From an optimization exercise on the open Yosys and OpenROAD flow, aimed at small area and a short achievable clock period; shortcuts taken in it are not production practice.
In this exercise RTL edits were held to simulation tests only and were not proved equivalent to the original.
Power figures rest on the tool's default switching activity, not on a simulated workload.

**config.mk**
```make
export PLATFORM = sky130hd
export DESIGN_NAME = RISCV_Processor
export DESIGN_NICKNAME = RISCV_Processor
export VERILOG_FILES = /design/flow/design.v
export SDC_FILE = /design/flow/constraint.sdc
export NUM_CORES = 8
export LEC_CHECK = 0
export CAP_MARGIN = 20
export CORE_MARGIN = 2
export CORE_UTILIZATION = 40
export SETUP_SLACK_MARGIN = 5
export SLEW_MARGIN = 20
export TNS_END_PERCENT = 0
```
**constraint.sdc**
```tcl
create_clock -name core_clock -period 13.0 [get_ports {clk}]
set_input_delay 2.6000 -clock core_clock [delete_from_list [all_inputs] [get_ports {clk}]]
set_output_delay 2.6000 -clock core_clock [all_outputs]
set_load 0.01 [all_outputs]
```
**design.v**
```verilog
`timescale 1ns / 1ps
module ALU(
    input  logic [31:0] a,
    input  logic [31:0] b,
    input  logic        sub,         
    input  logic        arith,       
    input  logic [2:0]  f3,
    input  logic        i30,         
    output logic [31:0] sum,
    output logic        lt,          
    output logic        ltu,         
    output logic        eq,          
    output logic [31:0] y
    );
    logic [32:0] sum_x;              
    assign sum_x = {a, 1'b1} + {b ^ {32{sub}}, sub};
    assign sum   = sum_x[32:1];
    assign ltu = (a[31] ^ b[31]) ? b[31] : sum[31];
    assign lt  = (a[31] ^ b[31]) ? a[31] : sum[31];
    logic [31:0] x_xor;
    assign x_xor = a ^ b;
    assign eq = ~|x_xor;
    logic [31:0] sh_in, sr_r, sll_r;
    logic        sh_left;
    assign sh_left = ~f3[2];
    always_comb begin
        for (int k = 0; k < 32; k++) begin
            sh_in[k] = sh_left ? a[31 - k] : a[k];
            sll_r[k] = sr_r[31 - k];
        end
    end
    assign sr_r = 32'($signed({~sh_left & i30 & a[31], sh_in}) >>> b[4:0]);
    always_comb begin
        if (~arith) y = sum;
        else case (f3)
            3'b000: y = sum;
            3'b001: y = sll_r;
            3'b010: y = {31'd0, lt};
            3'b011: y = {31'd0, ltu};
            3'b100: y = x_xor;
            3'b101: y = sr_r;
            3'b110: y = a | b;
            default: y = a & b;
        endcase
    end
endmodule
`timescale 1ns / 1ps
module Register_File(
    input  logic [32*31-1:0] r,      
    input  logic [31:1]      sel,
    output logic [31:0]      q
    );
    logic [31:0] t [0:31];
    always_comb begin
        t[0] = 32'd0;
        for (int i = 1; i < 32; i++) t[i] = {32{sel[i]}} & r[32*(i-1) +: 32];
        for (int w = 16; w >= 1; w = w / 2)
            for (int i = 0; i < w; i++) t[i] = t[2*i] | t[2*i + 1];
    end
    assign q = t[0];
endmodule
module RF_Decode(
    input  logic [31:1] v,
    input  logic [4:0]  a,
    output logic [31:1] sel
    );
    logic [3:0] lo;
    logic [7:0] hi;
    always_comb begin
        for (int k = 0; k < 4; k++) lo[k] = (a[1:0] == 2'(k));
        for (int k = 0; k < 8; k++) hi[k] = (a[4:2] == 3'(k));
        for (int i = 1; i < 32; i++) sel[i] = lo[i % 4] & hi[i / 4] & v[i];
    end
endmodule
`timescale 1ns / 1ps
module RISCV_Processor(
    input  logic        reset,
    input  logic        clk,
    input  logic [31:0] Instruction,
    output logic [31:0] PC_out,
    output logic [31:0] ALU_Output
    );
    logic [31:0] I;
    assign I = Instruction;
    logic b2, b3, b4, b5, b6;
    assign {b6, b5, b4, b3, b2} = I[6:2];
    logic [2:0] f3;
    assign f3 = I[14:12];
    logic is_lui, is_auipc, is_jal, is_jalr, is_br, is_ld, is_st, is_imm, is_op;
    assign is_jal   = b3;
    assign is_jalr  = b6 & b2 & ~b3;
    assign is_br    = b6 & ~b2;
    assign is_ld    = ~b6 & ~b4 & ~b5;
    assign is_st    = ~b6 & ~b4 & b5;
    assign is_lui   = ~b6 & b4 & b5 & b2;
    assign is_auipc = ~b6 & b4 & ~b5 & b2;
    assign is_imm   = ~b6 & b4 & ~b5 & ~b2;
    assign is_op    = ~b6 & b4 & b5 & ~b2;
    logic arith;                      
    assign arith = ~b6 & b4 & ~b2;
    logic [31:0] imm_is;              
    assign imm_is = {{21{I[31]}}, I[30:25], is_st ? I[11:7] : I[24:20]};
    logic [31:0] imm_pc;              
    always_comb begin
        if (b6 & ~b2)      imm_pc = {{20{I[31]}}, I[7], I[30:25], I[11:8], 1'b0};      
        else if (b6)       imm_pc = {{12{I[31]}}, I[19:12], I[20], I[30:21], 1'b0};    
        else               imm_pc = {I[31:12], 12'd0};                                 
    end
    logic [31:0] R [1:31];
    logic [31:1] rv;                  
    logic [31:0] rs1v, rs2v;
    logic [31:1] wen;
    logic [31:0] wd;
    logic        rwrite;
    assign rwrite = ~is_br & ~is_st;
    logic [32*31-1:0] Rf;             
    always_comb begin
        for (int i = 1; i < 32; i++) begin
            Rf[32*(i-1) +: 32] = R[i];
            wen[i] = (I[11:7] == 5'(i)) & rwrite;
        end
    end
    logic [31:1] selA, selB;
    RF_Decode DA (.v(rv), .a(I[19:15]), .sel(selA));
    RF_Decode DB (.v(rv), .a(I[24:20]), .sel(selB));
    Register_File RA (.r(Rf), .sel(selA), .q(rs1v));
    Register_File RB (.r(Rf), .sel(selB), .q(rs2v));
    always_ff @(posedge clk or posedge reset) begin
        if (reset) rv <= '0;
        else       rv <= rv | wen;
    end
    always_ff @(posedge clk) begin
        for (int i = 1; i < 32; i++)
            if (wen[i]) R[i] <= wd;
    end
    logic [31:0] opb;
    assign opb = (is_op | is_br) ? rs2v : imm_is;
    logic sub;
    assign sub = is_br | (arith & ((f3 == 3'b010) | (f3 == 3'b011) | (is_op & I[30] & (f3 == 3'b000))));
    logic [31:0] sum, alu;
    logic        ltu, lt, eq;
    ALU AL (.a(rs1v), .b(opb), .sub(sub), .arith(arith), .f3(f3), .i30(I[30]),
            .sum(sum), .lt(lt), .ltu(ltu), .eq(eq), .y(alu));
    assign ALU_Output = alu;
    logic [31:1] pc;
    assign PC_out = {pc, 1'b0};
    logic [31:0] pc4, pcimm;
    assign pc4   = PC_out + 32'd4;
    assign pcimm = PC_out + imm_pc;
    logic taken;
    assign taken = (f3[2] ? (f3[1] ? ltu : lt) : eq) ^ f3[0];
    logic [31:1] npc;
    always_comb begin
        if (is_jalr)                      npc = sum[31:1];
        else if (is_jal | (is_br & taken)) npc = pcimm[31:1];
        else                              npc = pc4[31:1];
    end
    always_ff @(posedge clk or posedge reset) begin
        if (reset) pc <= '0;
        else       pc <= npc;
    end
    logic [7:0] M [0:15];
    logic [15:0] mv;
    logic [3:0] a;
    assign a = sum[3:0];
    logic [31:0] wrot;
    always_comb begin
        case (a[1:0])
            2'd0: wrot = rs2v;
            2'd1: wrot = {rs2v[23:0], rs2v[31:24]};
            2'd2: wrot = {rs2v[15:0], rs2v[31:16]};
            default: wrot = {rs2v[7:0], rs2v[31:8]};
        endcase
    end
    logic [15:0] mwen;
    always_comb begin
        for (int j = 0; j < 16; j++) begin
            logic [3:0] d;
            d = 4'(j) - a;
            mwen[j] = is_st & ((d == 4'd0) | ((d == 4'd1) & (f3[1] | f3[0])) | ((d[3:1] == 3'd1) & f3[1]));
        end
    end
    always_ff @(posedge clk or posedge reset) begin
        if (reset) mv <= '0;
        else       mv <= mv | mwen;
    end
    always_ff @(posedge clk) begin
        for (int j = 0; j < 16; j++)
            if (mwen[j]) M[j] <= wrot[8*(j%4) +: 8];
    end
    logic [8:0] E [0:15];
    logic [8:0] bw [0:3];
    logic [8:0] lb [0:3];
    always_comb begin
        for (int j = 0; j < 16; j++) E[j] = {mv[j], M[j]};
        for (int b = 0; b < 4; b++) begin
            logic [1:0] w;
            w = a[3:2] + {1'b0, (2'(b) < a[1:0])};
            case (w)
                2'd0: bw[b] = E[b];
                2'd1: bw[b] = E[4 + b];
                2'd2: bw[b] = E[8 + b];
                default: bw[b] = E[12 + b];
            endcase
        end
        for (int k = 0; k < 4; k++) begin
            case (a[1:0])
                2'd0: lb[k] = bw[k];
                2'd1: lb[k] = bw[(k + 1) % 4];
                2'd2: lb[k] = bw[(k + 2) % 4];
                default: lb[k] = bw[(k + 3) % 4];
            endcase
        end
    end
    logic [7:0] by0, by1, by2, by3;
    assign by0 = lb[0][7:0] & {8{lb[0][8]}};
    assign by1 = lb[1][7:0] & {8{lb[1][8]}};
    assign by2 = lb[2][7:0] & {8{lb[2][8]}};
    assign by3 = lb[3][7:0] & {8{lb[3][8]}};
    logic lsign;
    assign lsign = ~f3[2] & (f3[0] ? by1[7] : by0[7]);
    logic [31:0] ldata;
    assign ldata = {f3[1] ? {by3, by2} : {16{lsign}},
                    (f3[1] | f3[0]) ? by1 : {8{lsign}},
                    by0};
    always_comb begin
        if (is_ld)                  wd = ldata;
        else if (is_lui)            wd = imm_pc;
        else if (is_auipc)          wd = pcimm;
        else if (is_jal | is_jalr)  wd = pc4;
        else                        wd = alu;
    end
endmodule
```
**flow/run.sh**
```bash
#!/bin/bash
# Layout flow: the standard ORFS flow (standard.sh) with these changes.
#  1. Synthesis is synth_recipe.tcl unchanged except for its ABC technology-mapping
#     call. The modules ALU, Register_File (one read port's AND-OR) and RF_Decode
#     (one read port's select decoder) are kept apart until that call, which maps
#     ALU with ORFS's area script (flow/map.abc), RF_Decode with ORFS's speed
#     script (flow/speed.abc), Register_File with a delay-targeted mapping
#     (flow/relaxed.abc) and the rest with an area-recovering script
#     (flow/area.abc). synth_recipe.tcl then flattens the design as usual.
#     Registers are mapped before ABC runs and all sit in the top module, so they
#     are the standard synthesis's.
#  2. Clock tree synthesis uses clkbuf_8 buffers, clusters of at most 12 sinks
#     within 50 um, and inserts no dummy loads.
#  3. Ports are buffered with buf_1 cells; timing repair resizes them where needed.
#  4. Timing repair does not clone gates (a clone can overload its driver, and
#     no design repair runs after the last timing repair).
# Each tool's full output goes to the ORFS logs under orfs/logs/, and make's own
# output to flow_make.log, in the folder this runs in.
set -euo pipefail
W=$(pwd)

{
  cat <<'TCL'
proc abc {args} {
  set i [lsearch -exact $args -script]
  set j [expr {$i + 1}]
  set done [list]
  foreach {m sc} $::env(OWN_ABC_MAP) {
    yosys abc {*}[lreplace $args $j $j $sc] $m
    lappend done $m
  }
  foreach m [split [string trim [tee -q -s result.string select -list-mod *]] "\n"] {
    if {[lsearch -exact $done $m] < 0} {
      yosys abc {*}[lreplace $args $j $j $::env(OWN_ABC_SCRIPT)] $m
    }
  }
}
TCL
  cat "$W/synth_recipe.tcl"
} > "$W/own_synth.tcl"
export OWN_ABC_SCRIPT="$W/flow/area.abc"
export OWN_ABC_MAP="ALU $W/flow/map.abc RF_Decode $W/flow/speed.abc Register_File $W/flow/relaxed.abc"

sed -e "s#SYNTH_SCRIPT=[^ ]*#SYNTH_SCRIPT=$W/own_synth.tcl#" "$W/standard.sh" > "$W/own_standard.sh"
grep -q "SYNTH_SCRIPT=$W/own_synth.tcl" "$W/own_standard.sh"

bash "$W/own_standard.sh" \
  "SYNTH_KEEP_MODULES=ALU Register_File RF_Decode" \
  "CTS_ARGS=-sink_clustering_enable -repair_clock_nets -buf_list sky130_fd_sc_hd__clkbuf_8 -dont_use_dummy_load -sink_clustering_size 12 -sink_clustering_max_diameter 50" \
  "BUFFER_PORTS_ARGS=-buffer_cell sky130_fd_sc_hd__buf_1" \
  "SKIP_GATE_CLONING=1" \
  finish > "$W/flow_make.log" 2>&1
test -s "$W/out/final.def"
```
**flow/area.abc**
```
strash
&get -n
&dch -f
&nf
&put
strash
&get -n
&dch -f
&nf
&put
strash
&get -n
&dch -f
&nf
&put
buffer -c
upsize -c
dnsize -c
```
**flow/map.abc**
```
strash
dch
map -B 0.9
topo
stime -c
buffer -c
upsize -c
dnsize -c
```
**flow/relaxed.abc**
```
strash
dch
map -D 600
topo
stime -c
buffer -c
upsize -c
dnsize -c
```
**flow/speed.abc**
```
&get -n
&st
&dch
&nf
&st
&syn2
&if -g -K 6
&synch2
&nf
&st
&syn2
&if -g -K 6
&synch2
&nf
&st
&syn2
&if -g -K 6
&synch2
&nf
&st
&syn2
&if -g -K 6
&synch2
&nf
&st
&syn2
&if -g -K 6
&synch2
&nf
&put
buffer -c
topo
stime -c
upsize -c
dnsize -c
```
**standard.sh**
```bash
#!/bin/bash
# synth_recipe.tcl (not shown) runs the flow's synth.tcl, then flattens the netlist and writes it again
# the make line also repeats each setting of config.mk as NAME=value (left out here)
make -C /OpenROAD-flow-scripts/flow DESIGN_CONFIG=/design/flow/config.mk WORK_HOME=/design/flow/orfs CLKGATE_MAP_FILE= SYNTH_SCRIPT=/design/flow/synth_recipe.tcl "${@:-finish}"
```
==> impl_metrics.tcl, run 1 <==
set metrics [dict create \
    maxSlewViolCount 0 \
    clkTransAtPathRegs_ps 50 \
    ys_seq_area_frac 0.573 \
    required_ps 10400 \
    die_area_um2 158000 \
    criticalPathCategory "primary input to primary output" \
    switching_share 0.402 \
    grt_pass1_vias 49500 \
    pwr-share-clk 0.183 \
    routed_wl_um 270000 \
    hpwl_um 179000 \
    area_growth_pct 15.5 \
    hold_path.class "flop to flop" \
    die_w_um 398 \
    cts_tree "yes" \
    cts.sink_count 1198 \
    setup_ws_ps 3460 \
    io_buffers 94 \
    period_needed_ps 9540 \
    hold_violations 0 \
    netlist.area_leader.share 0.542 \
    nets 6011 \
    slew_headroom 0.169 \
    core_area_um2 154000 \
    cap_violations 0 \
    design_area_um2 71700 \
    cts_hold_buf 0 \
    syn_inst 5518 \
    syn_nets 5699 \
    multi_input_comb_area_um2 26600 \
    grt_setup_unrepaired "yes" \
    fp-row-count 144 \
    clockBufferDepth 3 \
    root_buffer "clkbuf_8" \
    placedCellCount 7461 \
    syn_area_per_cell_um2 11.2 \
    drc_errors 0 \
    routed_via_density 6.73 \
    yosysTopAreaCell "edfxtp_1" \
    synth-edff-count 1120 \
    track_usage 0.332 \
    die_h_um 398 \
    numCtsBuffers 140 \
    dr.pass1.iters 11 \
    synth_area_leaders "edfxtp_1 54%, a22oi_1 8.4%, nand2_1 4.0%" \
    grt_pass1_wl_um 372000 \
    vdd_drop_max_mv 0.109 \
    overflow 0 \
    synth_cell_type_count 83 \
    pre_cts_ws_ps 1320 \
    power_leakage_nw 25.0 \
    cp_data_arrival_time_ps 6940 \
    p_per_area_nw_per_um2 171 \
    insertion_delay_ps 910 \
    intPower_w 0.00735 \
    ios 98 \
    globalplace.congestion 0.998 \
    finClkSkew_ps 150 \
    finalSetupTns_ps 0 \
    drtIter0Drc 7925 \
    fmax_ghz 0.105 \
    p_sw_w 0.00494 \
    finalCritPeriodShare 0.734 \
    cp_max_fo 32 \
    cp-start-kind "primary input" \
    pwr-share-comb 0.407 \
    h-tree-depth 4 \
    worst_pin_slew_ps 1250 \
    layout_commonest_cell "edfxtp_1" \
    wl_per_cell_um 34.3 \
    synthArstFlopShare 0.0651 \
    final_cells 7882 \
    status "complete, no violations" \
    ys_warn_count 10 \
    final_antenna_net_count 0 \
    cp-end-kind "primary output" \
    setup_viol 0 \
    final_layout_size_suffix_gt1_frac 0.197 \
    seq_area_um2 35600 \
    nFillCells 14100 \
    antenna_found_initial 26 \
    placed_area_um2 65300 \
    start_util 0.403 \
    vias 53000 \
    synth_seq_cells 1198 \
    synth_ff_type "edfxtp_1" \
    layout_common_cells "1120 x edfxtp_1, 682 x a22oi_1, 600 x nand2_1" \
    netlist_area_um2 62100 \
    seq_power_share 0.410 \
    grt_start_max_net_pins 103 \
]
==> final cells by class <==
class / instances / area share
clock buffers: 140 / 0.0269
diodes: 10 / 0.000349
repair buffers: 532 / 0.0619
inverters: 141 / 0.00763
flip-flops and latches: 1198 / 0.496
well taps: 2044 / 0.0357
multi-input cells: 3817 / 0.371
==> through the flow <==
stage,power (W),util,hold slack [ps]
3_5_place_dp,0.00946,0.424,455
4_1_cts,0.0120,0.461,465
2_1_floorplan,0.00759,-,434
3_3_place_gp,0.00941,0.424,446
5_1_grt,0.0126,0.465,484
6_report,0.0123,0.465,468
==> logic make-up after synthesis <==
kind of cell,synth area share
other,0.0000604
DFF,0.573
adders and majority gates,0.0298
muxes,0.0110
AOI/OAI and AO/OA,0.192
buffers and inverters,0.0358
xor gates and xnor gates,0.0169
and+or+nand+nor,0.141
==> synth_stat cells, drive strengths merged, types with 9 or more instances <==
cell,number
nor3,40
xnor2,48
o22ai,11
nor2,362
buf,185
or2,58
edfxtp,1120
mux4,25
o21ai,233
clkbuf,177
nand2,666
xor2,69
mux2i,10
a222oi,74
a221oi,136
ha,146
a22o,146
a21o,36
nor4,16
and2,27
nand3,352
o21a,9
a22oi,696
inv,139
a21oi,210
nor2b,12
and3,76
dfrtp,78
nand4,219
o211ai,25
a211oi,20
==> power by group through the flow <==
| stage | clock, W | combinational [W] | sequential, W |
|---|---|---|---|
| floorplan | 0 | 0.00254 | 0.00505 |
| CTS | 0.00227 | 0.00474 | 0.00503 |
| detailed placement | 0 | 0.00435 | 0.00511 |
| finish | 0.00225 | 0.00500 | 0.00504 |
| global route | 0.00241 | 0.00517 | 0.00505 |
| global placement | 0 | 0.00431 | 0.00510 |
==> registers in the layout, summed over array words and instances (netlist names) <==
register  cells
M           128
R           992
mv           16
pc           31
rv           31
==> worst max-delay path: stages <==
cell,delay [ps]
buf_4,190
nor2_1,330
and3_1,670
buf_4,480
a221oi_1,180
and3_1,270
nand4_1,110
buf_4,160
nand2_1,150
inv_1,140
nand2_1,140
nand2_2,510
nand3_1,250
nand4_1,210
nand2_1,100
nand2_1,220
buf_1,190
==> per-module statistics from Yosys (local to each module, per instance) <==
module	cells	cell area, um2	copies in the design
ALU	1277	6930	1
RF_Decode	47	318	2
Register_File	829	5460	2
RISCV_Processor	2489	43600	1
==> timing repair <==
item,CTS,global route
gates resized for setup,475,70
pin swaps,218,89
setup buffers,234,35
setup endpoints to repair,1269,1058
==> worst paths after layout <==
path / endpoint / slack [ps] / cells past startpoint / startpoint
max: ALU_Output[23] / 3460 / 17 / Instruction[16]
min in group asynchronous: rv[6] / 1800 / 2 / reset
max reg2reg: R[19][17] / 5290 / 28 / rv[29]
max in group asynchronous: mv[3] / 10000 / 3 / reset
min reg2reg: mv[1] / 470 / 1 / mv[1]
min: mv[1] / 470 / 1 / mv[1]
==> per-layer routing <==
| layer | wire [um] | global-route usage |
|---|---|---|
| met1 | 97200 | 0.414 |
| met2 | 118000 | 0.502 |
| met3 | 33100 | 0.0985 |
| met4 | 21600 | 0.213 |
| met5 | 155 | 0 |
==> run 2, diff against run 1 <==
--- a/config.mk
+++ b/config.mk
@@ -7,7 +7,8 @@
 export LEC_CHECK = 0
 export CAP_MARGIN = 20
 export CORE_MARGIN = 2
-export CORE_UTILIZATION = 40
+export CORE_UTILIZATION = 45
+export PLACE_DENSITY = 0.65
 export SETUP_SLACK_MARGIN = 5
 export SLEW_MARGIN = 20
 export TNS_END_PERCENT = 0
==> run 2 against run 1 <==
Net effect:
- first-iteration DRC count increased by 6.2%
- setup slack improved by 51 ps
- global-route usage increased by 3.2 points
- sequential share of layout area decreased by 0.14 points
- synthesized cell count unchanged
- flip-flop and latch count unchanged
- clock-buffer cell count decreased by 3
- sequential power about the same
- cell count decreased by 3.1%
- critical path depth increased by 12
- clock skew increased by 3.7 ps
- non-clock buffer count increased by 8
==> impl_metrics.tcl, run 2 <==
set metrics [dict create \
    placed_area_um2 64900 \
    power_leakage_nw 25.1 \
    antenna_found_initial 15 \
    r2r_end "R[26][31]" \
    cp_max_fo 16 \
    yosysTopAreaCell "edfxtp_1" \
    required_ps 10400 \
    timing.critical_path.mode_cell "nand2_2" \
    period_needed_ps 9490 \
    grt_setup_unrepaired "yes" \
    cp-end-kind "primary output" \
    synth_ff_type "edfxtp_1" \
    hold_violations 0 \
    cts.sink_count 1198 \
    routed_wl_um 265000 \
    globalplace.congestion 0.996 \
    root_buffer "clkbuf_8" \
    final_layout_size_suffix_gt1_frac 0.204 \
    drtIter0Drc 8416 \
    criticalPathCategory "primary input to primary output" \
    cp_data_arrival_time_ps 6890 \
    finish.utilization 0.524 \
    hold_start "mv[5]" \
    clkTransAtPathRegs_ps 70 \
    syn_inst 5518 \
    die_w_um 375 \
    synth_seq_cells 1198 \
    r2r-start "rv[4]" \
    wl_per_cell_um 34.7 \
    cts_tree "yes" \
    final_antenna_net_count 0 \
    multi_input_comb_area_um2 26900 \
    io_buffers 94 \
    vdd_drop_max_mv 0.112 \
    grt_pass1_wl_um 364000 \
    vias 53100 \
    synth.most_common_cell "edfxtp_1" \
    numCtsBuffers 137 \
    fmax_ghz 0.105 \
    synth_area_leaders "edfxtp_1 54%, a22oi_1 8.4%, nand2_1 4.0%" \
    status "complete, no violations" \
    netlist_area_um2 62100 \
    dr.pass1.iters 14 \
    area_growth_pct 15.8 \
    core_area_um2 137000 \
    finalSetupTns_ps 0 \
    start_util 0.452 \
    grt_start_max_net_pins 103 \
    overflow 0 \
    fp-row-count 136 \
    critical-path-slowest-cell "ha_1" \
    crit_path_max_incr_delay_ps 340 \
    layout_common_cells "1120 x edfxtp_1, 666 x a22oi_1, 592 x nand2_1" \
    top_register "R" \
    routed_via_density 6.95 \
    track_usage 0.364 \
    ios 98 \
    ys_warn_count 10 \
    crit_family "simple AND/OR/NAND/NOR gates" \
    setup_viol 0 \
    slew_headroom 0.188 \
    nFillCells 12000 \
    synth_cell_type_count 83 \
    p_per_area_nw_per_um2 170 \
    die_h_um 375 \
    grt_pass1_vias 48800 \
    rrSetupSlack_ps 5410 \
    largest_register_ff_count 992 \
    crit_buf_inv 4 \
    worstRegToRegCells 30 \
    finalCritPeriodShare 0.730 \
    hold_path.class "flop to flop" \
    worst_pin_slew_ps 1200 \
    reg_top3 "R: 992 flops, M: 128 flops" \
    h-tree-depth 4 \
    maxSlewViolCount 0 \
    drc_errors 0 \
    seq_area_um2 35600 \
    netlist.area_leader.share 0.542 \
    finClkSkew_ps 154 \
    design_area_um2 71900 \
    clockBufferDepth 3 \
    min_delay_worst_endpoint "mv[5]" \
    nets 6016 \
    synthArstFlopShare 0.0651 \
    syn_nets 5699 \
    syn_area_per_cell_um2 11.2 \
    insertion_delay_ps 940 \
    cp-start-kind "primary input" \
    synth-edff-count 1120 \
    cap_violations 0 \
    min_path_cells 1 \
    hpwl_um 173000 \
    ys_seq_area_frac 0.573 \
    synthTopCellsByCount "1120 x edfxtp_1, 696 x a22oi_1, 657 x nand2_1, 362 x nor2_1, 351 x nand3_1" \
    layout_commonest_cell "edfxtp_1" \
    die_area_um2 141000 \
]
==> run 2: changes by cell type in the layout (fill, tap and decap cells not counted), sizes merged <==
| cell | before | now |
|---|---|---|
| clkbuf | 143 | 141 |
| inv | 137 | 135 |
| clkinvlp | 2 | 3 |
| buf | 529 | 536 |
| diode | 10 | 13 |
| clkinv | 2 | 3 |
==> run 2: layer usage <==
layer | wire length [um] | vias up | track usage
met2 | 115000 | 3855 | 0.554
met5 | 111 | - | 0
met1 | 94300 | 26200 | 0.455
li1 | - | 22200 | -
met3 | 32800 | 867 | 0.0979
met4 | 22200 | 14 | 0.244
==> run 2: layout make-up <==
class / instances / share of cell area
repair buffers: 540 / 0.0655
clock buffers: 137 / 0.0262
multi-input cells: 3817 / 0.374
inverters: 141 / 0.00776
diodes: 13 / 0.000452
flip-flops and latches: 1198 / 0.495
well taps: 1794 / 0.0312
==> run 2: cell families after synthesis <==
kind of cell | share of synthesized area
compound gates | 0.192
buf+inv | 0.0358
mux | 0.0110
xor+xnor | 0.0169
other cells | 0.0000604
simple gates | 0.141
flops | 0.573
fa+ha+maj | 0.0298
==> run 2: power by group <==
| group | total, W | switching, W | leakage (nW) | internal (W) |
|---|---|---|---|---|
| clock | 0.00220 | 0.00127 | 0.985 | 0.000932 |
| combinational | 0.00502 | 0.00341 | 13.1 | 0.00161 |
| sequential | 0.00503 | 0.000204 | 11.0 | 0.00483 |
==> run 2: repair_timing <==
| item | in CTS | in global routing |
|---|---|---|
| endpoints found under the setup margin | 1181 | 1026 |
| hold buffers | 0 | 0 |
| setup buffers | 217 | 67 |
| pin swaps | 217 | 175 |
| resized for setup | 417 | 209 |
| endpoints found under the hold margin | 0 | 0 |
==> run 2: worst max-delay path by stage <==
stage | depth (start not counted) | end | slack [ps] | from
2_1_floorplan | 22 | ALU_Output[18] | 4490 | Instruction[21]
3_3_place_gp | 25 | R[27][27] | 1660 | Instruction[17]
3_5_place_dp | 25 | R[23][27] | 1630 | Instruction[17]
4_1_cts | 26 | ALU_Output[0] | 3690 | Instruction[22]
5_1_grt | 25 | ALU_Output[22] | 3520 | Instruction[21]
6_report | 29 | ALU_Output[0] | 3510 | Instruction[23]
==> run 2: per-stage QoR <==
stage / std cells / hold slack, ps / setup WS [ps] / total power (W)
floorplan: 5518 / 434 / 4490 / 0.00759
CTS: 7558 / 470 / 3690 / 0.0119
global placement: 7204 / 450 / 1660 / 0.00935
global route: 7632 / 485 / 3520 / 0.0126
detailed placement: 7204 / 453 / 1630 / 0.00940
finish: 7640 / 466 / 3510 / 0.0123
==> run 2: modules after synthesis, one instance, submodules excluded <==
| module | area (um2) | flops+latches |
|---|---|---|
| RISCV_Processor | 43600 | 1198 |
| Register_File | 5460 | 0 |
| ALU | 6930 | 0 |
| RF_Decode | 318 | 0 |
==> run 3, diff against run 2 <==
--- a/flow/run.sh
+++ b/flow/run.sh
@@ -5,7 +5,7 @@
 #     (one read port's select decoder) are kept apart until that call, which maps
 #     ALU with ORFS's area script (flow/map.abc), RF_Decode with ORFS's speed
 #     script (flow/speed.abc), Register_File with a delay-targeted mapping
-#     (flow/relaxed.abc) and the rest with an area-recovering script
+#     (flow/relaxed.abc) and the rest with a delay-relaxed area-recovering script
 #     (flow/area.abc). synth_recipe.tcl then flattens the design as usual.
 #     Registers are mapped before ABC runs and all sit in the top module, so they
 #     are the standard synthesis's.
==> flow/area.abc (replaced) <==
strash
&get -n
&dch -f
&nf -R 100
&put
strash
&get -n
&dch -f
&nf -R 100
&put
strash
&get -n
&dch -f
&nf -R 100
&put
buffer -c
upsize -c
dnsize -c
==> run 3 against run 2 <==
Net effect:
- non-clock buffer count down 51
- setup slack better by 75 ps
- register-to-register slack better by 100 ps
- hold slack better by 0.82 ps
- global-route usage down 0.95 points
- cell area down 1.9%
- wire length down 2.5%
- via count about the same
- sequential share of layout area up 0.98 points
- clock-buffer cell count down 4
- die area down 0.41%
==> impl_metrics.tcl, run 3 <==
set metrics [dict create \
    status "complete, no violations" \
    core_area_um2 136000 \
    die_h_um 375 \
    finalCritPeriodShare 0.724 \
    vias 53100 \
    ios 98 \
    io_buffers 94 \
    synth_area_leaders "edfxtp_1 54%, a22oi_1 8.5%, nand2_1 4.1%" \
    area_growth_pct 14.1 \
    hold_violations 0 \
    drc_errors 0 \
    dr.pass1.iters 14 \
    timing.critical_path.mode_cell "nand3_1" \
    final_antenna_net_count 0 \
    worstPathCellList "buf_4, nor2b_1, and3_4, buf_6, a22oi_1, nand4_1, nor2_4, nand4_1, buf_4, inv_1, nand2_1, o21ai_2, nand2_1, nand3_1, nand3_1, nand3_1, nand3_1, nand3_1, nand3_1, nand2_1, nand2_1, buf_1" \
    netlist_area_um2 61800 \
    clockBufferDepth 3 \
    crit_path_max_incr_delay_ps 420 \
    vdd_drop_max_mv 0.118 \
    globalplace.congestion 1.05 \
    cp-start-kind "primary input" \
    top_register "R" \
    largest_register_ff_count 992 \
    die_area_um2 140000 \
    finClkSkew_ps 126 \
    start_util 0.455 \
    grt_start_max_net_pins 94 \
    placed_area_um2 64900 \
    syn_nets 5717 \
    root_buffer "clkbuf_8" \
    reg_top3 "R: 992 flops, M: 128 flops" \
    syn_inst 5536 \
    h-tree-depth 4 \
    synth_cell_type_count 81 \
    synthSimpleGateAreaFrac 0.142 \
    maxSlewViolCount 0 \
    wl_per_cell_um 34.0 \
    cts_tree "yes" \
    cp_data_arrival_time_ps 6820 \
    synth_compound_area_frac 0.196 \
    numCtsBuffers 133 \
    cap_violations 0 \
    required_ps 10400 \
    cp_max_fo 22 \
    synth_ff_type "edfxtp_1" \
    fmax_ghz 0.106 \
    synth_mux_area_frac 0.00360 \
    drtIter0Drc 8953 \
    period_needed_ps 9420 \
    layout_common_cells "1120 x edfxtp_1, 686 x a22oi_1, 639 x nand2_1" \
    total_power_w 0.0120 \
    cts.sink_count 1198 \
    final_layout_size_suffix_gt1_frac 0.181 \
    clkTransAtPathRegs_ps 30 \
    layout_commonest_cell "edfxtp_1" \
    crit_buf_inv 5 \
    synth_top_family_by_area "compound AO/OA/AOI/OAI gates" \
    ys_seq_area_frac 0.576 \
    overflow 0 \
    grt_pass1_vias 48800 \
    cp-end-kind "primary output" \
    criticalPathCategory "primary input to primary output" \
    setup_viol 0 \
    track_usage 0.354 \
    netlist.area_leader.share 0.544 \
    fp-row-count 135 \
    grt_pass1_wl_um 355000 \
    syn_area_per_cell_um2 11.2 \
    holdWs_ps 466 \
    slew_headroom 0.219 \
    final_cells 7587 \
    design_area_um2 70500 \
    synth_seq_cells 1198 \
    placedCellCount 7237 \
    hold_path.class "flop to flop" \
    synthTopCellsByCount "1120 x edfxtp_1, 700 x a22oi_1, 680 x nand2_1, 374 x nor2_1, 358 x nand3_1" \
    synthArstFlopShare 0.0651 \
    power_leakage_nw 24.6 \
    crit_family "simple AND/OR/NAND/NOR gates" \
    critical-path-slowest-cell "and3_4" \
    antenna_found_initial 7 \
    grt_setup_unrepaired "yes" \
    synth-edff-count 1120 \
    synth.most_common_cell "edfxtp_1" \
    p_per_area_nw_per_um2 171 \
    worst_pin_slew_ps 1170 \
    die_w_um 375 \
    synth-xor-area-share 0.0164 \
    routed_via_density 7.00 \
    routed_wl_um 258000 \
    yosysTopAreaCell "edfxtp_1" \
    insertion_delay_ps 920 \
    ys_warn_count 10 \
    finalSetupTns_ps 0 \
    nets 5978 \
    synthAdderAreaFrac 0.0299 \
    hpwl_um 166000 \
]
==> run 3: cell count changes in the layout (fill, tap and decap cells not counted), sizes merged, moves of 7 or more <==
cell    delta
nor2      +15
nor3      -10
mux2i      -8
nand4     -15
a21o       +7
nand2     +26
o211ai    +10
a222oi     +7
buf       -53
xnor2      -7
mux4      -16
nand3      +7
a31oi     +15
==> run 3: layer usage <==
layer  vias to the layer above  GRT usage  wire, um
met5                         -    0.00240       332
met4                        11      0.217     19700
met3                       903      0.104     35800
met2                      4245      0.519    109000
met1                     25900      0.463     93100
li1                      22100          -         -
==> run 3: cell families after synthesis <==
kind of cell             Yosys count
AND/OR/NAND/NOR                 1887
AO/OA/AOI/OAI                   1671
flip-flops                      1198
buffers and inverters            505
adder cells (fa/ha/maj)          147
XOR/XNOR                         116
multiplexers                      11
other                              1
==> run 3: per-module statistics from Yosys, one instance, submodules excluded <==
module	cells	flops+latches	area, um2
ALU	1277	0	6930
RF_Decode	47	0	318
Register_File	829	0	5460
RISCV_Processor	2507	1198	43300
==> run 3: stage by stage <==
step	utilization	worst slack, ps
3_3_place_gp	0.478	1620
5_1_grt	0.519	3490
6_report	0.519	3580
2_1_floorplan	-	4300
3_5_place_dp	0.478	1500
4_1_cts	0.512	3750
==> run 3: path summary, 6_finish.rpt <==
check / startpoint / end / slack, ps / cells after the start
setup / recovery: Instruction[19] / ALU_Output[28] / 3580 / 22
hold / removal: mv[4] / mv[4] / 470 / 1
setup reg to reg: rv[15] / R[9][17] / 5510 / 32
hold reg to reg: mv[4] / mv[4] / 470 / 1
max in group asynchronous: reset / rv[22] / 10030 / 3
min in group asynchronous: reset / pc[27] / 1760 / 2
==> run 3: timing repair <==
| item | CTS | global route |
|---|---|---|
| pin swaps | 146 | 120 |
| endpoints found under the setup margin | 1217 | 1025 |
| resized for setup | 430 | 126 |
| hold buffers | 0 | 0 |
| buffers inserted | 160 | 45 |
==> run 3: area by class of cell <==
class / count / area, um2
sequential: 1198 / 35600
inverter: 142 / 557
timing repair buffer: 489 / 3930
antenna: 11 / 27.5
multi-input combinational: 3833 / 26300
clock buffer: 133 / 1830
fill: 12000 / 65300
tap: 1781 / 2230
==> run 3: where the power goes <==
| group | total (W) | internal [W] | switching [W] |
|---|---|---|---|
| logic | 0.00486 | 0.00146 | 0.00340 |
| registers | 0.00501 | 0.00484 | 0.000172 |
| clock network | 0.00218 | 0.000907 | 0.00128 |
==> run 4, diff against run 3 <==
--- a/config.mk
+++ b/config.mk
@@ -7,8 +7,7 @@
 export LEC_CHECK = 0
 export CAP_MARGIN = 20
 export CORE_MARGIN = 2
-export CORE_UTILIZATION = 45
-export PLACE_DENSITY = 0.65
+export CORE_UTILIZATION = 40
 export SETUP_SLACK_MARGIN = 5
 export SLEW_MARGIN = 20
 export TNS_END_PERCENT = 0
==> run 4 against run 3 <==
Net effect:
- still clean
- non-clock buffer count grew 67
- wire length grew 1.8%
- cell area grew 2.7%
- critical path depth grew 3
- die area grew 12%
- cell count grew 4.5%
- total power grew 0.77%
- sequential share of layout area shrank 1.3 points
- area after synthesis is the same
- setup slack lost 14 ps
- critical path type unchanged
- critical endpoint is now ALU_Output[30]
==> impl_metrics.tcl, run 4 <==
set metrics [dict create \
    final_antenna_net_count 0 \
    min_delay_worst_endpoint "mv[5]" \
    ios 98 \
    final_layout_size_suffix_gt1_frac 0.211 \
    pre_cts_ws_ps 1250 \
    grt_pass1_wl_um 357000 \
    grt_start_max_net_pins 72 \
    criticalPathCategory "primary input to primary output" \
    syn_nets 5717 \
    hold_violations 0 \
    maxSlewViolCount 0 \
    synth.most_common_cell "edfxtp_1" \
    finClkSkew_ps 138 \
    vias 52700 \
    ys_warn_count 10 \
    insertion_delay_ps 920 \
    drtIter0Drc 7440 \
    design_area_um2 72400 \
    cap_violations 0 \
    start_util 0.402 \
    dr.pass1.iters 8 \
    slew_headroom 0.215 \
    required_ps 10400 \
    routed_via_density 6.65 \
    numCtsBuffers 135 \
    die_area_um2 158000 \
    nets 6047 \
    ys_seq_area_frac 0.576 \
    layout_common_cells "1120 x edfxtp_1, 663 x a22oi_1, 621 x nand2_1" \
    layout_commonest_cell "edfxtp_1" \
    largest_register_ff_count 992 \
    die_h_um 397 \
    nFillCells 13800 \
    cp-start-kind "primary input" \
    top_register "R" \
    r2r_end "R[1][27]" \
    period_needed_ps 9430 \
    setup_ws_ps 3570 \
    wl_per_cell_um 33.2 \
    cts_hold_buf 0 \
    syn_area_per_cell_um2 11.2 \
    syn_inst 5536 \
    min_path_cells 1 \
    routed_wl_um 263000 \
    cts.sink_count 1198 \
    fmax_ghz 0.106 \
    clockBufferDepth 3 \
    grt_setup_unrepaired "yes" \
    hold_path.class "flop to flop" \
    fp-row-count 144 \
    finalCritPeriodShare 0.726 \
    hold_start "mv[5]" \
    r2r-start "rv[28]" \
    synth-edff-count 1120 \
    synthTopCellsByCount "1120 x edfxtp_1, 700 x a22oi_1, 680 x nand2_1, 374 x nor2_1, 358 x nand3_1" \
    cp_max_fo 22 \
    die_w_um 397 \
    cts_tree "yes" \
    synthArstFlopShare 0.0651 \
    hpwl_um 168000 \
    worst_pin_slew_ps 1180 \
    overflow 0 \
    netlist_area_um2 61800 \
    h-tree-depth 4 \
    synth_area_leaders "edfxtp_1 54%, a22oi_1 8.5%, nand2_1 4.1%" \
    cp_data_arrival_time_ps 6830 \
    track_usage 0.318 \
    synth_cell_type_count 81 \
    placed_area_um2 65400 \
    finalSetupTns_ps 0 \
    globalplace.congestion 1.03 \
    drc_errors 0 \
    grt_pass1_vias 48400 \
    cp-end-kind "primary output" \
    netlist.area_leader.share 0.544 \
    setup_viol 0 \
    worstRegToRegCells 30 \
    holdWs_ps 466 \
    core_area_um2 154000 \
    io_buffers 94 \
    reg_top3 "R: 992 flops, M: 128 flops" \
    synth_ff_type "edfxtp_1" \
    power_leakage_nw 25.2 \
    rrSetupSlack_ps 5470 \
    root_buffer "clkbuf_8" \
    yosysTopAreaCell "edfxtp_1" \
    synth_seq_cells 1198 \
    antenna_found_initial 19 \
    area_growth_pct 17.1 \
    p_per_area_nw_per_um2 168 \
    vdd_drop_max_mv 0.139 \
    status "complete, no violations" \
    clkTransAtPathRegs_ps 60 \
]
[run 4: changes by cell type in the layout (fill, tap and decap cells not counted), moves of 14 or more]
| cell | before | now |
|---|---|---|
| a21o_1 | 34 | 18 |
| a21o_4 | 7 | 21 |
| a22oi_1 | 686 | 663 |
| a22oi_2 | 14 | 37 |
| buf_12 | 20 | 41 |
| buf_4 | 324 | 345 |
| buf_6 | 43 | 59 |
| nand2_1 | 639 | 621 |
| nand2_2 | 46 | 60 |
| nand3_1 | 345 | 319 |
| nand3_2 | 11 | 39 |
[run 4: logic make-up (layout without fill, tap and decap cells)]
group | after synthesis | in the layout | synth area share
multiplexers | 11 | 11 | 0.00360
adder cells (fa/ha/maj) | 147 | 147 | 0.0299
buffers and inverters | 505 | 833 | 0.0361
other | 1 | 18 | 0.0000607
AND/OR/NAND/NOR | 1887 | 1887 | 0.142
XOR/XNOR | 116 | 116 | 0.0164
flip-flops | 1198 | 1198 | 0.576
AO/OA/AOI/OAI | 1671 | 1671 | 0.196
[run 4: where the power goes]
group	switching, W	internal, W	total, W
combinational	0.00338	0.00155	0.00494
sequential	0.000180	0.00484	0.00502
clock	0.00127	0.000920	0.00219
[run 4: final cells by class]
type / instances / area, um2 / area share
sequential: 1198 / 35600 / 0.492
multi-input combinational: 3833 / 26900 / 0.372
timing repair buffer: 556 / 4880 / 0.0674
tap: 2044 / 2560 / 0.0353
clock buffer: 135 / 1860 / 0.0257
inverter: 142 / 557 / 0.00769
antenna: 17 / 42.5 / 0.000588
[run 4: per-layer routing]
metal	vias to the layer above	part of all wire	global-route usage
met3	840	0.12	0.0990
met2	3600	0.44	0.484
li1	22300	-	-
met1	26000	0.36	0.397
met5	-	0.00032	0
met4	12	0.072	0.188
[run 4: what timing repair did]
item,in CTS,in global routing
setup endpoints to repair,1163,1024
setup buffers,131,130
pin swaps,113,200
gates resized for setup,279,426
[run 4: worst max path at each step]
stage,start,end
final,Instruction[17],ALU_Output[30]
after global routing,Instruction[21],ALU_Output[21]
after CTS,Instruction[22],ALU_Output[27]
after detailed placement,Instruction[22],R[29][22]
after global placement,Instruction[22],R[22][29]
after floorplan,Instruction[22],R[10][24]
[run 4: worst max-delay path, cell delays in order]
cell and delay (ps):
buf_4 260, buf_6 230, and3_2 260, and3_1 190
buf_4 250, buf_8 270, a22oi_1 110, nand4_1 180
nor2_4 70, nand4_1 100, buf_4 230, buf_4 190
inv_1 70, nand2_1 50, o21ai_1 100, o21ai_1 240
nand2_1 100, o211ai_1 170, nand3_1 180, nand3_1 160
nand3_1 110, nand3_1 220, nand2_1 140, nand2_2 130
clkbuf_2 140
[run 4: metrics by stage]
| stage | instances | util | power, W |
|---|---|---|---|
| 2_1_floorplan | 5536 | - | 0.00765 |
| 3_3_place_gp | 7510 | 0.425 | 0.00930 |
| 3_5_place_dp | 7510 | 0.425 | 0.00934 |
| 4_1_cts | 7776 | 0.452 | 0.0117 |
| 5_1_grt | 7915 | 0.471 | 0.0126 |
| 6_report | 7925 | 0.471 | 0.0121 |
[run 4: per-module statistics from Yosys, one instance, submodules excluded]
module,cells inside,area (um2)
RF_Decode,47,318
RISCV_Processor,2507,43300
Register_File,829,5460
ALU,1277,6930
==> run 5, diff against run 4 <==
--- a/flow/run.sh
+++ b/flow/run.sh
@@ -9,8 +9,8 @@
 #     (flow/area.abc). synth_recipe.tcl then flattens the design as usual.
 #     Registers are mapped before ABC runs and all sit in the top module, so they
 #     are the standard synthesis's.
-#  2. Clock tree synthesis uses clkbuf_8 buffers, clusters of at most 12 sinks
-#     within 50 um, and inserts no dummy loads.
+#  2. Clock tree synthesis uses clkbuf_8 buffers, clusters of at most 14 sinks
+#     within 55 um, and inserts no dummy loads.
 #  3. Ports are buffered with buf_1 cells; timing repair resizes them where needed.
 #  4. Timing repair does not clone gates (a clone can overload its driver, and
 #     no design repair runs after the last timing repair).
@@ -46,7 +46,7 @@
 
 bash "$W/own_standard.sh" \
   "SYNTH_KEEP_MODULES=ALU Register_File RF_Decode" \
-  "CTS_ARGS=-sink_clustering_enable -repair_clock_nets -buf_list sky130_fd_sc_hd__clkbuf_8 -dont_use_dummy_load -sink_clustering_size 12 -sink_clustering_max_diameter 50" \
+  "CTS_ARGS=-sink_clustering_enable -repair_clock_nets -buf_list sky130_fd_sc_hd__clkbuf_8 -dont_use_dummy_load -sink_clustering_size 14 -sink_clustering_max_diameter 55" \
   "BUFFER_PORTS_ARGS=-buffer_cell sky130_fd_sc_hd__buf_1" \
   "SKIP_GATE_CLONING=1" \
   finish > "$W/flow_make.log" 2>&1
==> run 5 against run 4 <==
Net effect:
- critical endpoint is now ALU_Output[14]
- die area unchanged
- clock skew up 34 ps
- total power down 0.87%
- synthesized cell count unchanged
- largest cell class unchanged
- hold slack better by 2.9 ps
- clock power down 9%
- register-to-register slack worse by 20 ps
- non-clock buffer count up 21
- combinational power up 2%
- cell area up 0.15%
- cell count about the same
==> impl_metrics.tcl, run 5 <==
set metrics [dict create \
    clockBufferDepth 3 \
    antenna_found_initial 21 \
    pre_cts_ws_ps 1250 \
    vias 52900 \
    criticalPathCategory "primary input to primary output" \
    drtIter0Drc 7229 \
    synth_ff_type "edfxtp_1" \
    grt_pass1_vias 49300 \
    top_register "R" \
    setup_ws_ps 3650 \
    numCtsBuffers 113 \
    netlist.area_leader.share 0.544 \
    fp-row-count 144 \
    total_power_w 0.0120 \
    final_antenna_net_count 0 \
    ys_seq_area_frac 0.576 \
    largest_register_ff_count 992 \
    synthTopCellsByCount "1120 x edfxtp_1, 700 x a22oi_1, 680 x nand2_1, 374 x nor2_1, 358 x nand3_1" \
    io_buffers 94 \
    ys_warn_count 10 \
    nets 6046 \
    cap_violations 0 \
    area_growth_pct 17.3 \
    finalSetupTns_ps 0 \
    wl_met2_um 115000 \
    routed_wl_um 265000 \
    hold_path.class "flop to flop" \
    die_h_um 397 \
    finClkSkew_ps 171 \
    fmax_ghz 0.107 \
    synth_seq_cells 1198 \
    insertion_delay_ps 900 \
    layout_common_cells "1120 x edfxtp_1, 663 x a22oi_1, 624 x nand2_1" \
    h-tree-depth 3 \
    syn_inst 5536 \
    grt_pass1_wl_um 366000 \
    clkTransAtPathRegs_ps 60 \
    met3WireLength_um 32900 \
    netlist_area_um2 61800 \
    core_area_um2 154000 \
    maxSlewViolCount 0 \
    synthArstFlopShare 0.0651 \
    vdd_drop_max_mv 0.138 \
    highest-signal-layer "met5" \
    synth_area_leaders "edfxtp_1 54%, a22oi_1 8.5%, nand2_1 4.1%" \
    status "complete, no violations" \
    die_area_um2 158000 \
    syn_area_per_cell_um2 11.2 \
    yosysTopAreaCell "edfxtp_1" \
    power_leakage_nw 25.3 \
    nFillCells 13800 \
    globalplace.congestion 1.03 \
    final_layout_size_suffix_gt1_frac 0.213 \
    grt_start_max_net_pins 72 \
    start_util 0.402 \
    synth-edff-count 1120 \
    p_per_area_nw_per_um2 166 \
    routed_via_density 6.68 \
    cts_tree "yes" \
    cp-end-kind "primary output" \
    reg_top3 "R: 992 flops, M: 128 flops" \
    cts.sink_count 1198 \
    slew_headroom 0.190 \
    drt-met1-wl_um 95600 \
    syn_nets 5717 \
    cp-start-kind "primary input" \
    ios 98 \
    die_w_um 397 \
    track_usage 0.326 \
    wl_per_cell_um 33.4 \
    required_ps 10400 \
    synth_cell_type_count 81 \
    cp_data_arrival_time_ps 6750 \
    hold_violations 0 \
    grt_setup_unrepaired "yes" \
    overflow 0 \
    drc_errors 0 \
    cts_hold_buf 0 \
    root_buffer "clkbuf_8" \
    period_needed_ps 9350 \
    finalCritPeriodShare 0.719 \
    synth.most_common_cell "edfxtp_1" \
    cp_max_fo 9 \
    setup_viol 0 \
    dr.pass1.iters 10 \
    worst_pin_slew_ps 1210 \
    hpwl_um 168000 \
    layout_commonest_cell "edfxtp_1" \
]
run 5: cell counts after synthesis:
Identical to the previous run, type by type.
run 5: through the flow:
step	cell area, um2	utilization	hold slack, ps	instances
final	72500	0.472	468	7922
after global routing	72500	0.472	478	7911
after CTS	71500	0.465	467	7876
after detailed placement	65400	0.425	453	7510
after global placement	65300	0.425	448	7510
after floorplan	62400	-	434	5536
run 5: what timing repair did:
action / 4_1_cts / 5_1_grt
setup buffers: 253 / 29
resized for setup: 580 / 136
endpoints found under the hold margin: 0 / 0
pin swaps: 251 / 121
setup endpoints to repair: 1170 / 1055
run 5: power by group:
group | total [W] | leakage, nW | internal, W | switching, W
clock | 0.00200 | 0.813 | 0.000766 | 0.00123
sequential | 0.00502 | 11.0 | 0.00483 | 0.000181
combinational | 0.00502 | 13.4 | 0.00161 | 0.00342
run 5: routing by layer:
layer	up-vias	global-route usage
li1	22300	-
met1	26100	0.405
met2	3616	0.489
met3	892	0.0997
met4	14	0.215
met5	-	0
run 5: modules after synthesis, one instance, submodules excluded:
module           cells  flops+latches
ALU               1277              0
RISCV_Processor   2507           1198
Register_File      829              0
RF_Decode           47              0
run 5: critical path, cell delays in order:
cell and delay [ps]:
buf_8 120, and3b_2 240, and3_4 220, buf_12 140, buf_4 150, a22oi_2 160
nand4_1 170, nor2_4 270, nand4_1 140, buf_4 190, nand2_1 70, o21ai_2 90
xor2_1 200, ha_1 360, nand2_1 90, inv_1 60, a21oi_4 320, o21bai_4 130
a21oi_4 230, o21ai_4 120, xor2_2 280, nand2_1 100, nand2_2 120, buf_2 150
run 5: cell families (layout without fill, tap and decap cells):
kind of cell,after synthesis,count (layout),synth area share
XOR/XNOR,116,116,0.0164
other,1,16,0.0000607
flip-flops,1198,1198,0.576
AND/OR/NAND/NOR,1887,1887,0.142
multiplexers,11,11,0.00360
AO/OA/AOI/OAI,1671,1671,0.196
buffers and inverters,505,832,0.0361
adder cells (fa/ha/maj),147,147,0.0299
run 5: area by class of cell:
cell class | count | area (um2) | area share
flip-flops and latches | 1198 | 35600 | 0.491
clock buffers | 113 | 1560 | 0.0214
inverters | 142 | 557 | 0.00768
repair buffers | 577 | 5150 | 0.0711
diodes | 15 | 37.5 | 0.000518
well taps | 2044 | 2560 | 0.0353
multi-input cells | 3833 | 27100 | 0.373
run 5: final timing paths:
check / from / end / slack, ps / cells past startpoint
setup / recovery: Instruction[22] / ALU_Output[14] / 3650 / 24
hold / removal: mv[5] / mv[5] / 470 / 1
setup reg to reg: rv[16] / pc[28] / 5450 / 48
hold reg to reg: mv[5] / mv[5] / 470 / 1
max in group asynchronous: reset / pc[3] / 9950 / 3
min in group asynchronous: reset / rv[1] / 1830 / 2
==> run 6, diff against run 5 <==
--- a/config.mk
+++ b/config.mk
@@ -7,7 +7,8 @@
 export LEC_CHECK = 0
 export CAP_MARGIN = 20
 export CORE_MARGIN = 2
-export CORE_UTILIZATION = 40
+export CORE_UTILIZATION = 45
+export PLACE_DENSITY = 0.65
 export SETUP_SLACK_MARGIN = 5
 export SLEW_MARGIN = 20
 export TNS_END_PERCENT = 0
==> run 6 against run 5 <==
Net effect:
- hold slack worse by 1.4 ps
- highest routed layer unchanged
- combinational power is 2% lower
- largest power group unchanged
- clock skew is 22 ps higher
- die area is 11% lower
- critical endpoint is now ALU_Output[0]
==> impl_metrics.tcl, run 6 <==
set metrics [dict create \
    grt_setup_unrepaired "yes" \
    grt_start_max_net_pins 94 \
    pwr-share-clk 0.165 \
    crit_buf_inv 5 \
    hpwl_um 166000 \
    track_usage 0.358 \
    ios 98 \
    power_leakage_nw 24.9 \
    syn_area_per_cell_um2 11.2 \
    cap_violations 0 \
    holdWs_ps 467 \
    ys_warn_count 10 \
    overflow 0 \
    period_needed_ps 9600 \
    hold_path.class "flop to flop" \
    min_path_cells 1 \
    seq_area_um2 35600 \
    p_per_area_nw_per_um2 167 \
    switching_share 0.405 \
    core_area_um2 136000 \
    synthTopCellsByCount "1120 x edfxtp_1, 700 x a22oi_1, 680 x nand2_1, 374 x nor2_1, 358 x nand3_1" \
    synth_ff_type "edfxtp_1" \
    cts_tree "yes" \
    grt_pass1_vias 49400 \
    slew_headroom 0.174 \
    ys_seq_area_frac 0.576 \
    synth-edff-count 1120 \
    intPower_w 0.00707 \
    cts.sink_count 1198 \
    vias 53500 \
    vdd_drop_max_mv 0.113 \
    worst-path-stages 20 \
    largest_register_ff_count 992 \
    die_h_um 375 \
    globalplace.congestion 1.05 \
    clkTransAtPathRegs_ps 30 \
    die_w_um 375 \
    routed_via_density 7.01 \
    netlist.area_leader.share 0.544 \
    syn_inst 5536 \
    multi_input_comb_area_um2 26600 \
    clockBufferDepth 3 \
    cp_max_fo 9 \
    reg_top3 "R: 992 flops, M: 128 flops" \
    synth.most_common_cell "edfxtp_1" \
    insertion_delay_ps 930 \
    finClkSkew_ps 194 \
    antenna_found_initial 8 \
    status "complete, no violations" \
    top_register "R" \
    synth_area_leaders "edfxtp_1 54%, a22oi_1 8.5%, nand2_1 4.1%" \
    critical-path-slowest-cell "nand4_1" \
    pwr-share-comb 0.414 \
    p_sw_w 0.00482 \
    area_growth_pct 15.3 \
    crit_path_max_incr_delay_ps 810 \
    yosysTopAreaCell "edfxtp_1" \
    root_buffer "clkbuf_8" \
    die_area_um2 140000 \
    criticalPathCategory "primary input to primary output" \
    fp-row-count 135 \
    fmax_ghz 0.104 \
    synthArstFlopShare 0.0651 \
    worst_pin_slew_ps 1240 \
    nFillCells 11900 \
    io_buffers 94 \
    nets 6028 \
    final_layout_size_suffix_gt1_frac 0.196 \
    maxSlewViolCount 0 \
    routed_wl_um 260000 \
    worstPathCellList "buf_12, and3b_2, and3_4, buf_12, buf_12, a22oi_1, nand4_1, nor2_1, nand4_1, a21o_1, xor2_1, inv_1, nand2_2, nand3_4, nand2_2, nand2_1, nand3_1, nand2_1, nand2_2, buf_6" \
    finish.utilization 0.524 \
    syn_nets 5717 \
    drc_errors 0 \
    dr.pass1.iters 12 \
    layout_common_cells "1120 x edfxtp_1, 674 x a22oi_1, 632 x nand2_1" \
    hold_violations 0 \
    synth_seq_cells 1198 \
    crit_family "simple AND/OR/NAND/NOR gates" \
    final_antenna_net_count 0 \
    drtIter0Drc 9248 \
    layout_commonest_cell "edfxtp_1" \
    synth_cell_type_count 81 \
    wl_per_cell_um 34.1 \
    cts_hold_buf 0 \
    h-tree-depth 3 \
    setup_viol 0 \
    seq_power_share 0.421 \
    grt_pass1_wl_um 359000 \
    cp-start-kind "primary input" \
    start_util 0.455 \
    numCtsBuffers 108 \
    required_ps 10400 \
    worstRegToRegCells 28 \
    finalSetupTns_ps 0 \
    finalCritPeriodShare 0.738 \
    cp_data_arrival_time_ps 7000 \
    cp-end-kind "primary output" \
    netlist_area_um2 61800 \
]
[run 6: cell count changes in the layout (fill, tap and decap cells not counted), sizes merged]
cell,before,now
diode,15,4
buf,572,560
clkbuf,118,112
[run 6: metrics by stage]
stage,std cells,power [W],setup slack [ps],area [um2]
6_report,7630,0.0119,3400,71200
5_1_grt,7629,0.0123,3560,71200
4_1_cts,7590,0.0116,3830,70600
3_5_place_dp,7237,0.00937,1500,64900
3_3_place_gp,7237,0.00930,1620,64900
2_1_floorplan,5536,0.00765,4300,62400
[run 6: logic make-up (layout without fill, tap and decap cells)]
| logic type | Yosys count | after routing | share of synthesized area |
|---|---|---|---|
| xor gates and xnor gates | 116 | 116 | 0.0164 |
| AOI/OAI and AO/OA | 1671 | 1671 | 0.196 |
| other | 1 | 5 | 0.0000607 |
| adders and majority gates | 147 | 147 | 0.0299 |
| muxes | 11 | 11 | 0.00360 |
| buffers and inverters | 505 | 814 | 0.0361 |
| DFF | 1198 | 1198 | 0.576 |
| and+or+nand+nor | 1887 | 1887 | 0.142 |
[run 6: area by class of cell]
class / instances / area share
sequential: 1198 / 0.500
multi-input combinational: 3833 / 0.373
timing repair buffer: 564 / 0.0668
tap: 1781 / 0.0313
clock buffer: 108 / 0.0209
inverter: 142 / 0.00785
antenna: 4 / 0.000141
[run 6: final timing paths]
kind,end,start,slack (ps)
worst max-delay path,ALU_Output[0],Instruction[22],3400
worst min-delay path,mv[4],mv[4],470
worst max register to register,R[4][18],rv[17],5380
worst min register to register,mv[4],mv[4],470
max in group asynchronous,mv[4],reset,10010
min in group asynchronous,pc[7],reset,1810
[run 6: power groups by stage]
stage / Sequential [W] / Clock (W) / Combinational, W
CTS: 0.00500 / 0.00197 / 0.00464
global placement: 0.00508 / 0 / 0.00423
detailed placement: 0.00508 / 0 / 0.00428
global route: 0.00503 / 0.00211 / 0.00513
finish: 0.00501 / 0.00196 / 0.00493
floorplan: 0.00505 / 0 / 0.00259
[run 6: layer usage]
| layer | wire (um) | track usage |
|---|---|---|
| met3 | 36800 | 0.105 |
| met5 | 323 | 0 |
| met4 | 20600 | 0.221 |
| met1 | 92900 | 0.467 |
| met2 | 110000 | 0.526 |
[run 6: worst reg2reg max path, delay by kind of cell (launching register included)]
kind	cells	cell delay [ps]
adder cells (fa/ha/maj)	2	880
flip-flops	1	410
buffers and inverters	6	1340
AND/OR/NAND/NOR	9	1410
XOR/XNOR	2	600
AO/OA/AOI/OAI	9	2540
[run 6: per-module statistics from Yosys (local to each module, per instance)]
module | cells | flops+latches | area (um2)
ALU | 1277 | 0 | 6930
Register_File | 829 | 0 | 5460
RISCV_Processor | 2507 | 1198 | 43300
RF_Decode | 47 | 0 | 318
[run 6: repair_timing]
item / in CTS / in global routing
setup buffers: 245 / 35
pin swaps: 238 / 110
endpoints found under the setup margin: 1229 / 1024
resized for setup: 568 / 80

## re-timing with driven ports
How much do the figures lean on ideal ports? The routed layouts below were timed once more, with nothing changed but the port constraints.
Step 1: set_driving_cell puts a clkbuf_16 on clk and a buf_2 on each other input, an assumption about the parent block.
Step 2 adds t to the input delays and takes it off the output delays; t is the mean of the earliest and latest rising clock arrival at the registers after step 1. Input paths then give back, and output paths get back, about the clock's delay inside the block.
Three values: no drivers, after step 1, after step 2; two values: the first two.
run	t (ns)	slack for setup (ns)	worst setup path after step 2	clock arrival spread, ns	worst slew at a driven data input, ns
run 1	0.908	3.456 / 3.342 / 2.666	input to register	0.150 / 0.150	0.15
run 2	0.943	3.507 / 3.411 / 2.861	input to register	0.154 / 0.154	0.18
run 3	0.927	3.582 / 3.543 / 2.962	input to register	0.126 / 0.126	0.16
run 4	0.934	3.568 / 3.481 / 2.872	input to register	0.137 / 0.138	0.15
run 5	0.898	3.651 / 3.504 / 2.794	input to register	0.171 / 0.171	0.16
run 6	0.904	3.403 / 3.357 / 2.914	input to register	0.194 / 0.194	0.19
After both steps every run listed still meets setup and hold. For run 5, which loses most, drivers alone change the setup slack by -0.147 ns; drivers and shift together by -0.857 ns.
